From an optimization exercise on the open Yosys and OpenROAD flow, aimed at small area, a short achievable clock period and few clock cycles; shortcuts taken in it are not production practice.
The RTL was checked by simulation tests, not by an equivalence proof against the original design.

==> flow/design.v, too long to show whole: its modules and the start of the top module <==
// module produto_escalar: 2024 lines
// module produto_escalar_pgn: 7 lines
// module produto_escalar_gn: 6 lines
// module produto_escalar_pgp: 7 lines
// module produto_escalar_gp: 6 lines
// module produto_escalar_ha: 7 lines
// module produto_escalar_fa: 7 lines
module produto_escalar (
    input  logic         clk_i,
    input  logic         rst_i,
    input  logic         iniciar,
    input  logic [31:0]  a0, a1, a2, a3, a4, a5, a6, a7,
    input  logic [31:0]  b0, b1, b2, b3, b4, b5, b6, b7,
    output logic [63:0]  resultado,
    output logic         concluido
);
  // ...
==> flow/flow/run.sh <==
#!/bin/bash
set -e
echo 'export BUFFER_PORTS_ARGS = -buffer_cell sky130_fd_sc_hd__buf_1' >> config.mk
bash standard.sh SETUP_SLACK_MARGIN=7.8 finish > standard.log 2>&1
==> flow/standard.sh <==
#!/bin/bash
# synth_recipe.tcl (not shown) runs the flow's synth.tcl, then flattens the netlist and writes it again
# the make line also repeats each setting of config.mk as NAME=value (left out here)
make -C /OpenROAD-flow-scripts/flow DESIGN_CONFIG=/design/flow/config.mk WORK_HOME=/design/flow/orfs CLKGATE_MAP_FILE= SYNTH_SCRIPT=/design/flow/synth_recipe.tcl "${@:-finish}"
==> flow/config.mk <==
export PLATFORM = sky130hd
export DESIGN_NAME = produto_escalar
export DESIGN_NICKNAME = produto_escalar
export VERILOG_FILES = /design/flow/design.v
export SDC_FILE = /design/flow/constraint.sdc
export NUM_CORES = 4
export LEC_CHECK = 0
export CAP_MARGIN = 20
export CORE_MARGIN = 2
export CORE_UTILIZATION = 40
export SLEW_MARGIN = 20
export SYNTH_HIERARCHICAL = 1
export SYNTH_MINIMUM_KEEP_SIZE = 0
export BUFFER_PORTS_ARGS = -buffer_cell sky130_fd_sc_hd__buf_1
==> flow/constraint.sdc <==
create_clock -name core_clock -period 11.5 [get_ports {clk_i}]
set_input_delay 2.3000 -clock core_clock [delete_from_list [all_inputs] [get_ports {clk_i}]]
set_output_delay 2.3000 -clock core_clock [all_outputs]
set_load 0.01 [all_outputs]
==> run_results.csv, run 1 <==
group,metric,value,unit
worst_setup_path,reg2reg_from,"neg_r[12]",
global_route,global_route.usage.total,0.3590,
sta,rsz0062_at_grt,"true",
sta,setup_slack,7792,ps
sta,hold_ws,482.3,ps
clock_tree,clock_tree_root_buffer_cell,"sky130_fd_sc_hd__clkbuf_16",
final_layout,fillCellCount,8849,
final_layout,diodes,15,
final_layout,max_reg_flops,64,
worst_setup_path,critPathMaxStageDelay,600,ps
outcome,run_status,"complete, no violations",
worst_setup_path,worstSetupEndpoint,"prod2[32]",
run,max-cap-violations,0,
worst_setup_path,timing.critical_path.cells,"buf_4 > xor2_1 > fa_1 > fa_1 > fa_1 > fa_1 > fa_1",
final_layout,nMultiInputCombCells,3416,
placed_design,hpwlAfterDp,122600,um
worst_setup_path,crit_path_start,"neg_r[12]",
yosys,synthTopCellsByCount,"sky130_fd_sc_hd__nand2_1 (1,015), sky130_fd_sc_hd__xor2_1 (514), sky130_fd_sc_hd__fa_1 (494)",
final_layout,nets,5618,
detailed_routing,drtIter0Drc,3962,
worst_setup_path,cp_top_family,"adder cells",
final_layout,number_of_sequential_cells,336,
yosys,asyncSetResetFlopFracSynth,0,
yosys,ys_types,30,
global_route,grt_pass1_wl,239900,um
global_route,grt_start_max_net_pins,65,
global_route,grt_antenna_before_repair,25,
min_path,holdPathStages,2,
die,initial_core_util,0.4033,
yosys,number_of_synthesis_warnings,7,
global_route,gr-usage-met2,0.5486,
yosys,synth-seq-cells,336,
global_route,met3_usage,0.07806,
yosys,syn-mean-instance-area,8.729,um^2
final_layout,utilization,0.4572,
yosys,synth_area_leaders,"sky130_fd_sc_hd__fa_1 (27%), sky130_fd_sc_hd__dfxtp_1 (19%), sky130_fd_sc_hd__xor2_1 (12%), sky130_fd_sc_hd__nand2_1 (10%), sky130_fd_sc_hd__o21ai_1 (6.8%)",
worst_setup_path,critical_path_cell_count,7,
detailed_routing,post_drt_via_cell_ratio,5.661,
Testbench counts, summed over its fixed seeds: cycles 26,400.
==> run 2: changes to the inputs <==
--- a/flow/config.mk
+++ b/flow/config.mk
@@ -9,3 +9,3 @@
 export CORE_MARGIN = 2
-export CORE_UTILIZATION = 40
+export CORE_UTILIZATION = 50
 export SLEW_MARGIN = 20
==> run 2 against run 1 <==
Net effect:
- still clean
- final cell count fell by 3.5%
- sequential cell count did not move
- first-iteration DRC count rose by 21%
- critical path type unchanged
- sequential share of layout area fell by 0.085 points
==> run_results.csv, run 2 <==
group,metric,value,unit
sta,report.final.setup_viol,0,
die,dieArea,0.07478,mm^2
detailed_routing,drtIter0Drc,4789,
sta,setup_slack,7794,ps
final_layout,final_common_cell,"sky130_fd_sc_hd__nand2_1",
sta,final_period_minus_worst_setup_slack,3706,ps
global_route,gr-total-overflow,0,
yosys,syn-instance-count,4159,
yosys,postSynth.topFlopCell,"sky130_fd_sc_hd__dfxtp_1",
worst_setup_path,crit_path_start,"neg_r[3]",
clock_tree,numCtsBuffers,43,
sta,total_negative_slack,0,ps
min_path,holdCritStartpoint,"fase[9]",
sta,tightestPinTransition,1138,ps
min_path,worstHoldPathType,"reg -> reg",
worst_setup_path,cp-start-kind,"flip-flop",
sta,slew_headroom,0.2411,
yosys,count_of_flip_flops_with_a_built_in_enable_after_synthesis,0,
final_layout,layout-drive-gt1-share,0.09301,
die,floorplan.io_pins,580,
yosys,synthTopCellsByCount,"sky130_fd_sc_hd__nand2_1 (1,015), sky130_fd_sc_hd__xor2_1 (514), sky130_fd_sc_hd__fa_1 (494)",
yosys,syn-mean-instance-area,8.729,um^2
detailed_routing,drtAntennaViolNets,0,
yosys,synth_top_area_cell,"sky130_fd_sc_hd__fa_1",
clock_tree,tritoncts_clock_tree,"built",
final_layout,regMostFlops,"resultado",
yosys,synth-seq-cells,336,
sta,slew_violations,0,
yosys,synth.most_common_cell,"sky130_fd_sc_hd__nand2_1",
clock_tree,cts_hold_repair.buffers,0,
detailed_routing,totalWireLength,183600,um
final_layout,nets,5627,
global_route,grt_pass1_wl,256100,um
detailed_routing,post_drt_via_cell_ratio,6.169,
global_route,global_route.usage.total,0.4944,
global_route,grt_antenna_before_repair,48,
worst_setup_path,required,11990,ps
worst_setup_path,reg2reg_from,"neg_r[3]",
die,chipWidth,273.5,um
final_layout,finish.instance_area,0.04126,mm^2
die,core_area,0.07173,mm^2
min_path,holdPathStages,2,
die,initial_core_util,0.5061,
worst_setup_path,startpoint_to_endpoint_class_of_the_critical_path,"reg -> reg",
clock_tree,worst_setup_hold_path_clk_slew,60,ps
sta,max_freq,0.2698,GHz
run,max-cap-violations,0,
detailed_routing,drt-wirelength-per-cell,33.24,um
clock_tree,clock_sink_count,336,
detailed_routing,dr_total_vias,34084,
clock_tree,worst_skew_pair.late_latency,620,ps
placed_design,place_inst,5395,
final_layout,top_regs,"resultado (64), prod0 (62), prod1 (61)",
clock_tree,cts-root-to-sink-buffers,3,
yosys,ys_types,30,
placed_design,gp_congestion,1.069,
outcome,run_status,"complete, no violations",
sta,timing.final.hold_violations,0,
worst_setup_path,critical_path.endpoint_type,"flip-flop",
yosys,number_of_synthesis_warnings,7,
global_route,grt_start_max_net_pins,67,
worst_setup_path,worst-path-max-fanout,34,
final_layout,utilization,0.5752,
worst_setup_path,reg2regPathDepth,7,
final_layout,layout.cells.most_common_list,"sky130_fd_sc_hd__nand2_1 (1,014), sky130_fd_sc_hd__buf_1 (579), sky130_fd_sc_hd__xor2_1 (514), sky130_fd_sc_hd__fa_1 (494), sky130_fd_sc_hd__o21ai_1 (476)",
placed_design,number_of_i_o_port_buffers,579,
worst_setup_path,timing.critical_path.arrival,4190,ps
sta,rsz0062_at_grt,"true",
final_layout,area.growth.synth_to_final,13.64,%
sta,fin_skew,45.07,ps
yosys,syn_area,0.03630,mm^2
detailed_routing,post-route-drc-count,0,
clock_tree,clock_tree.htree_level_count,2,
clock_tree,clock_tree_root_buffer_cell,"sky130_fd_sc_hd__clkbuf_16",
final_layout,max_reg_flops,64,
yosys,yosysSeqAreaShare,0.1853,
placed_design,post_dp_cell_area,0.03891,mm^2
final_layout,fillCellCount,6530,
die,die_height,273.5,um
sta,hold_ws,486.4,ps
yosys,synth_area_leaders,"sky130_fd_sc_hd__fa_1 (27%), sky130_fd_sc_hd__dfxtp_1 (19%), sky130_fd_sc_hd__xor2_1 (12%), sky130_fd_sc_hd__nand2_1 (10%), sky130_fd_sc_hd__o21ai_1 (6.8%)",
sta,post-route-period-util,0.3223,
die,num_rows,98,
yosys,fraction_of_synthesized_cell_area_taken_by_the_top_area_cell_type,0.2724,
yosys,asyncSetResetFlopFracSynth,0,
placed_design,place_worst_setup_slack,7466,ps
detailed_routing,dr.pass1.iters,9,
placed_design,hpwlAfterDp,126400,um
global_route,number_of_global_route_vias_before_repair,32605,
final_layout,final_cells,5525,
[run 2: cell types whose count changed in the layout (fill, tap and decap cells not counted), moves of 5 or more]
cell / delta
sky130_fd_sc_hd__nor2_1: -8
sky130_fd_sc_hd__diode_2: +23
sky130_fd_sc_hd__buf_12: +18
sky130_fd_sc_hd__clkinv_2: -5
sky130_fd_sc_hd__buf_4: -5
sky130_fd_sc_hd__buf_8: +5
sky130_fd_sc_hd__buf_6: -10
sky130_fd_sc_hd__dfxtp_1: +6
sky130_fd_sc_hd__nor2_2: +6
[run 2: kinds of logic after synthesis]
logic type	synth area share
adder cells (fa/ha/maj)	0.3110
other	0.0002069
AND/OR/NAND/NOR	0.1347
flip-flops	0.1853
buffers and inverters	0.04405
AO/OA/AOI/OAI	0.1735
XOR/XNOR	0.1513
[run 2: Yosys stat by module (local to each module, per instance)]
module / cell area, um^2 / flops+latches / times used / cells
produto_escalar: 23590 / 336 / 1 / 3291
produto_escalar_fa: 20.02 / 0 / 494 / 1
produto_escalar_gn: 8.758 / 0 / 42 / 1
produto_escalar_gp: 5.005 / 0 / 20 / 1
produto_escalar_ha: 12.51 / 0 / 64 / 1
produto_escalar_pgn: 12.51 / 0 / 72 / 2
produto_escalar_pgp: 12.51 / 0 / 52 / 2
[run 2: worst paths after layout]
path                to  slack [ps]
min          concluido         490
min reg2reg  concluido         490
max          prod2[34]        7790
max reg2reg  prod2[34]        7790
[run 2: area by class of cell]
type	count	area [um^2]	share of cell area
Antenna cell	38	95.09	0.002305
Inverter	36	135.1	0.003275
Tap cell	950	1189	0.02881
Clock inverter	26	311.5	0.007551
Multi-Input combinational cell	3416	28130	0.6818
Timing Repair Buffer	673	3411	0.08267
Sequential cell	336	6843	0.1659
Clock buffer	50	1142	0.02769
[run 2: per-layer routing]
| layer | GRT usage | vias up | wire length, um |
|---|---|---|---|
| li1 | - | 14364 | - |
| met2 | 0.6614 | 2700 | 74130 |
| met4 | 0.4094 | 18 | 17640 |
| met3 | 0.2616 | 679 | 25980 |
| met5 | 0.01284 | - | 196 |
| met1 | 0.5785 | 16323 | 65700 |
[run 2: repair_timing]
item	in CTS	in global routing
pin swaps	0	3
setup endpoints to repair	52	69
gates resized for setup	41	124
cloned	0	3
buffers inserted	1	11
[run 2: worst max-delay path, cell delays in order, from the launching register on]
cell	delay, ps
sky130_fd_sc_hd__dfxtp_2	310
sky130_fd_sc_hd__buf_4	690
sky130_fd_sc_hd__xor2_1	210
sky130_fd_sc_hd__fa_1	490
sky130_fd_sc_hd__fa_1	540
sky130_fd_sc_hd__fa_1	430
sky130_fd_sc_hd__fa_1	420
sky130_fd_sc_hd__fa_1	430
==> run 3: changes to the inputs <==
--- a/flow/config.mk
+++ b/flow/config.mk
@@ -9,3 +9,3 @@
 export CORE_MARGIN = 2
-export CORE_UTILIZATION = 50
+export CORE_UTILIZATION = 33
 export SLEW_MARGIN = 20
==> run 3 against run 2 <==
Net effect:
- still clean on timing, DRC and antenna
- wire length down 6.8%
- first-iteration DRC count fell by 20%
- maximum frequency up 1.1%
- worst setup slack better by 41 ps
- die area rose by 51%
- clock-buffer cell count is 6 higher
- utilization shrank 19 points
- synthesized cell count stayed put
- final cell count increased by 7.7%
- worst hold slack improved by 4.9 ps
==> run_results.csv, run 3 <==
group,metric,value,unit
detailed_routing,post_drt_via_cell_ratio,5.431,
die,initial_core_util,0.3330,
detailed_routing,totalWireLength,171200,um
worst_setup_path,r2r-end,"prod2[31]",
yosys,ys_types,30,
final_layout,area.growth.synth_to_final,14.74,%
clock_tree,tritoncts_clock_tree,"built",
sta,tightestPinTransition,980.0,ps
sta,slew_violations,0,
sta,max_freq,0.2729,GHz
sta,slew_headroom,0.3467,
clock_tree,worst_skew_pair.late_latency,640,ps
worst_setup_path,crit_path_start,"a_r[5]",
yosys,syn_area,0.03630,mm^2
detailed_routing,drtAntennaViolNets,0,
outcome,run_status,"complete, no violations",
sta,total_negative_slack,0,ps
clock_tree,cts-root-to-sink-buffers,3,
worst_setup_path,worst-path-max-fanout,32,
die,dieArea,0.1127,mm^2
clock_tree,clock_sink_count,336,
global_route,grt_start_max_net_pins,68,
placed_design,number_of_i_o_port_buffers,579,
worst_setup_path,reg2reg_from,"a_r[5]",
worst_setup_path,cp_top_family,"adder cells",
yosys,count_of_flip_flops_with_a_built_in_enable_after_synthesis,0,
yosys,synth-seq-cells,336,
global_route,global_route.usage.total,0.2991,
global_route,number_of_global_route_vias_before_repair,31880,
worst_setup_path,critPathMaxStageDelay,550,ps
worst_setup_path,critical_path.endpoint_type,"flip-flop",
min_path,worstHoldPathType,"reg -> reg",
die,floorplan.io_pins,580,
worst_setup_path,critPathBufInv,1,
yosys,fraction_of_synthesized_cell_area_taken_by_the_top_area_cell_type,0.2724,
yosys,synth.most_common_cell,"sky130_fd_sc_hd__nand2_1",
worst_setup_path,timing.reg2reg.setup_slack,7840,ps
placed_design,post_dp_cell_area,0.03946,mm^2
yosys,number_of_synthesis_warnings,7,
worst_setup_path,startpoint_to_endpoint_class_of_the_critical_path,"reg -> reg",
yosys,postSynth.topFlopCell,"sky130_fd_sc_hd__dfxtp_1",
final_layout,final_common_cell,"sky130_fd_sc_hd__nand2_1",
die,num_rows,121,
sta,hold_ws,491.2,ps
yosys,syn-instance-count,4159,
clock_tree,clock_tree.htree_level_count,2,
final_layout,final_cells,5953,
final_layout,finish.instance_area,0.04166,mm^2
worst_setup_path,timing.critical_path.arrival,4170,ps
sta,rsz0062_at_grt,"true",
worst_setup_path,required,12010,ps
clock_tree,worst_setup_hold_path_clk_slew,60,ps
placed_design,place_inst,5855,
yosys,yosysSeqAreaShare,0.1853,
yosys,asyncSetResetFlopFracSynth,0,
die,chipWidth,335.7,um
worst_setup_path,path_common_cell,"sky130_fd_sc_hd__fa_1",
die,die_height,335.7,um
final_layout,regMostFlops,"resultado",
global_route,grt_pass1_wl,239900,um
yosys,synthTopCellsByCount,"sky130_fd_sc_hd__nand2_1 (1,015), sky130_fd_sc_hd__xor2_1 (514), sky130_fd_sc_hd__fa_1 (494)",
global_route,gr-total-overflow,0,
final_layout,nets,5618,
detailed_routing,drt-wirelength-per-cell,28.76,um
yosys,synth_top_area_cell,"sky130_fd_sc_hd__fa_1",
detailed_routing,drtIter0Drc,3821,
worst_setup_path,worstSetupEndpoint,"prod2[31]",
worst_setup_path,cp-start-kind,"flip-flop",
global_route,grt_antenna_before_repair,26,
final_layout,layout.cells.most_common_list,"sky130_fd_sc_hd__nand2_1 (1,015), sky130_fd_sc_hd__buf_1 (579), sky130_fd_sc_hd__xor2_1 (514), sky130_fd_sc_hd__fa_1 (493), sky130_fd_sc_hd__o21ai_1 (484)",
worst_setup_path,timing.critical_path.cells,"buf_6 > nand2_1 > o21ai_1 > xor2_1 > fa_1 > fa_1 > fa_1 > fa_1 > fa_1",
sta,setup_slack,7835,ps
sta,post-route-period-util,0.3187,
yosys,syn-mean-instance-area,8.729,um^2
final_layout,layout-drive-gt1-share,0.08985,
final_layout,fillCellCount,11034,
final_layout,max_reg_flops,64,
sta,final_period_minus_worst_setup_slack,3665,ps
placed_design,hpwlAfterDp,124000,um
yosys,synth_area_leaders,"sky130_fd_sc_hd__fa_1 (27%), sky130_fd_sc_hd__dfxtp_1 (19%), sky130_fd_sc_hd__xor2_1 (12%), sky130_fd_sc_hd__nand2_1 (10%), sky130_fd_sc_hd__o21ai_1 (6.8%)",
worst_setup_path,reg2regPathDepth,9,
placed_design,gp_congestion,0.9610,
sta,timing.final.hold_violations,0,
die,core_area,0.1090,mm^2
worst_setup_path,critical_path_cell_count,9,
detailed_routing,dr.pass1.iters,6,
worst_setup_path,slowest_stage,"sky130_fd_sc_hd__fa_1",
final_layout,seqCellArea,0.006865,mm^2
sta,fin_skew,21.77,ps
final_layout,multi_input_area,0.02811,mm^2
detailed_routing,post-route-drc-count,0,
placed_design,place_worst_setup_slack,7394,ps
clock_tree,clock_tree_root_buffer_cell,"sky130_fd_sc_hd__clkbuf_16",
clock_tree,numCtsBuffers,44,
detailed_routing,dr_total_vias,32333,
run,max-cap-violations,0,
final_layout,top_regs,"resultado (64), prod0 (62), prod1 (61)",
final_layout,utilization,0.3822,
sta,report.final.setup_viol,0,
==> run 3: kinds of logic after synthesis <==
logic type | synth area share
adders and majority gates | 0.3110
and+or+nand+nor | 0.1347
buffers and inverters | 0.04405
other | 0.0002069
DFF | 0.1853
AOI/OAI and AO/OA | 0.1735
xor gates and xnor gates | 0.1513
==> run 3: layout make-up <==
class,count,area share
Tap cell,1414,0.04247
Inverter,36,0.003244
Clock inverter,23,0.008140
Clock buffer,56,0.02923
Antenna cell,9,0.0005407
Multi-Input combinational cell,3416,0.6749
Timing Repair Buffer,663,0.07668
Sequential cell,336,0.1648
==> run 3: worst reg2reg max path: stages (launching register included) <==
cell and delay, ps:
sky130_fd_sc_hd__dfxtp_1 320, sky130_fd_sc_hd__buf_6 350, sky130_fd_sc_hd__nand2_1 140, sky130_fd_sc_hd__o21ai_1 170, sky130_fd_sc_hd__xor2_1 210, sky130_fd_sc_hd__fa_1 470, sky130_fd_sc_hd__fa_1 550, sky130_fd_sc_hd__fa_1 460
sky130_fd_sc_hd__fa_1 410, sky130_fd_sc_hd__fa_1 450
==> run 3: layer usage <==
layer  track usage  up-vias  wire, um
li1              -    14294         -
met2        0.4738     2078     76470
met1        0.3673    15547     62860
met5             0        -        82
met4        0.2020       12     14560
met3       0.06006      402     17240
==> run 3: repair_timing <==
action / CTS / global route
gates resized for setup: 47 / 74
cloned: 0 / 1
endpoints found under the setup margin: 68 / 43
buffers inserted: 1 / 8
hold buffers: 0 / 0
pin swaps: 0 / 1
==> run 3: worst min path at each step <==
stage	startpoint	end	slack [ps]	depth (start not counted)
floorplan	neg_r[0]	prod0[0]	330	0
global placement	fase[9]	concluido	470	2
detailed placement	fase[9]	concluido	480	2
CTS	fase[9]	concluido	490	2
global route	fase[9]	concluido	510	2
finish	fase[9]	concluido	490	2
==> run 3: per-module statistics from Yosys, one instance, submodules excluded <==
module / cells inside / area [um^2] / flip-flops and latches / times used
produto_escalar: 3291 / 23590 / 336 / 1
produto_escalar_fa: 1 / 20.02 / 0 / 494
produto_escalar_ha: 1 / 12.51 / 0 / 64
produto_escalar_pgn: 2 / 12.51 / 0 / 72
produto_escalar_pgp: 2 / 12.51 / 0 / 52
produto_escalar_gn: 1 / 8.758 / 0 / 42
produto_escalar_gp: 1 / 5.005 / 0 / 20

what the ideal ports hide:
The results above use ideal ports. As a check the final layouts listed here were re-extracted and re-timed, cells and wires unchanged. Step 1 (the two cells are an assumption about what drives the block):
set clk [get_ports {clk_i}]
set_driving_cell -lib_cell sky130_fd_sc_hd__clkbuf_16 $clk
set_driving_cell -lib_cell sky130_fd_sc_hd__buf_2 [delete_from_list [all_inputs] $clk]
Step 2 times the ports against the registers' clock, not the clock port: input delays grow and output delays shrink by t, the midpoint of the rising clock arrivals with the driver on. Three values: ideal, step 1, step 2; two values: the first two.
run | t, ns | setup slack, ns | worst setup path after step 2 | slew at the worst register clock pin (ns) | cell pins on the clock port's net
run 1 | 0.653 | 7.792 / 7.792 / 7.389 | input to register | 0.06 / 0.06 | 1
run 2 | 0.661 | 7.794 / 7.761 / 7.223 | input to register | 0.07 / 0.07 | 1
run 3 | 0.706 | 7.835 / 7.823 / 7.683 | input to register | 0.07 / 0.07 | 1
After both steps setup and hold are still met in every run listed. The setup slack of run 2, which loses most, moves by -0.033 ns with the drivers and by -0.571 ns with both steps.
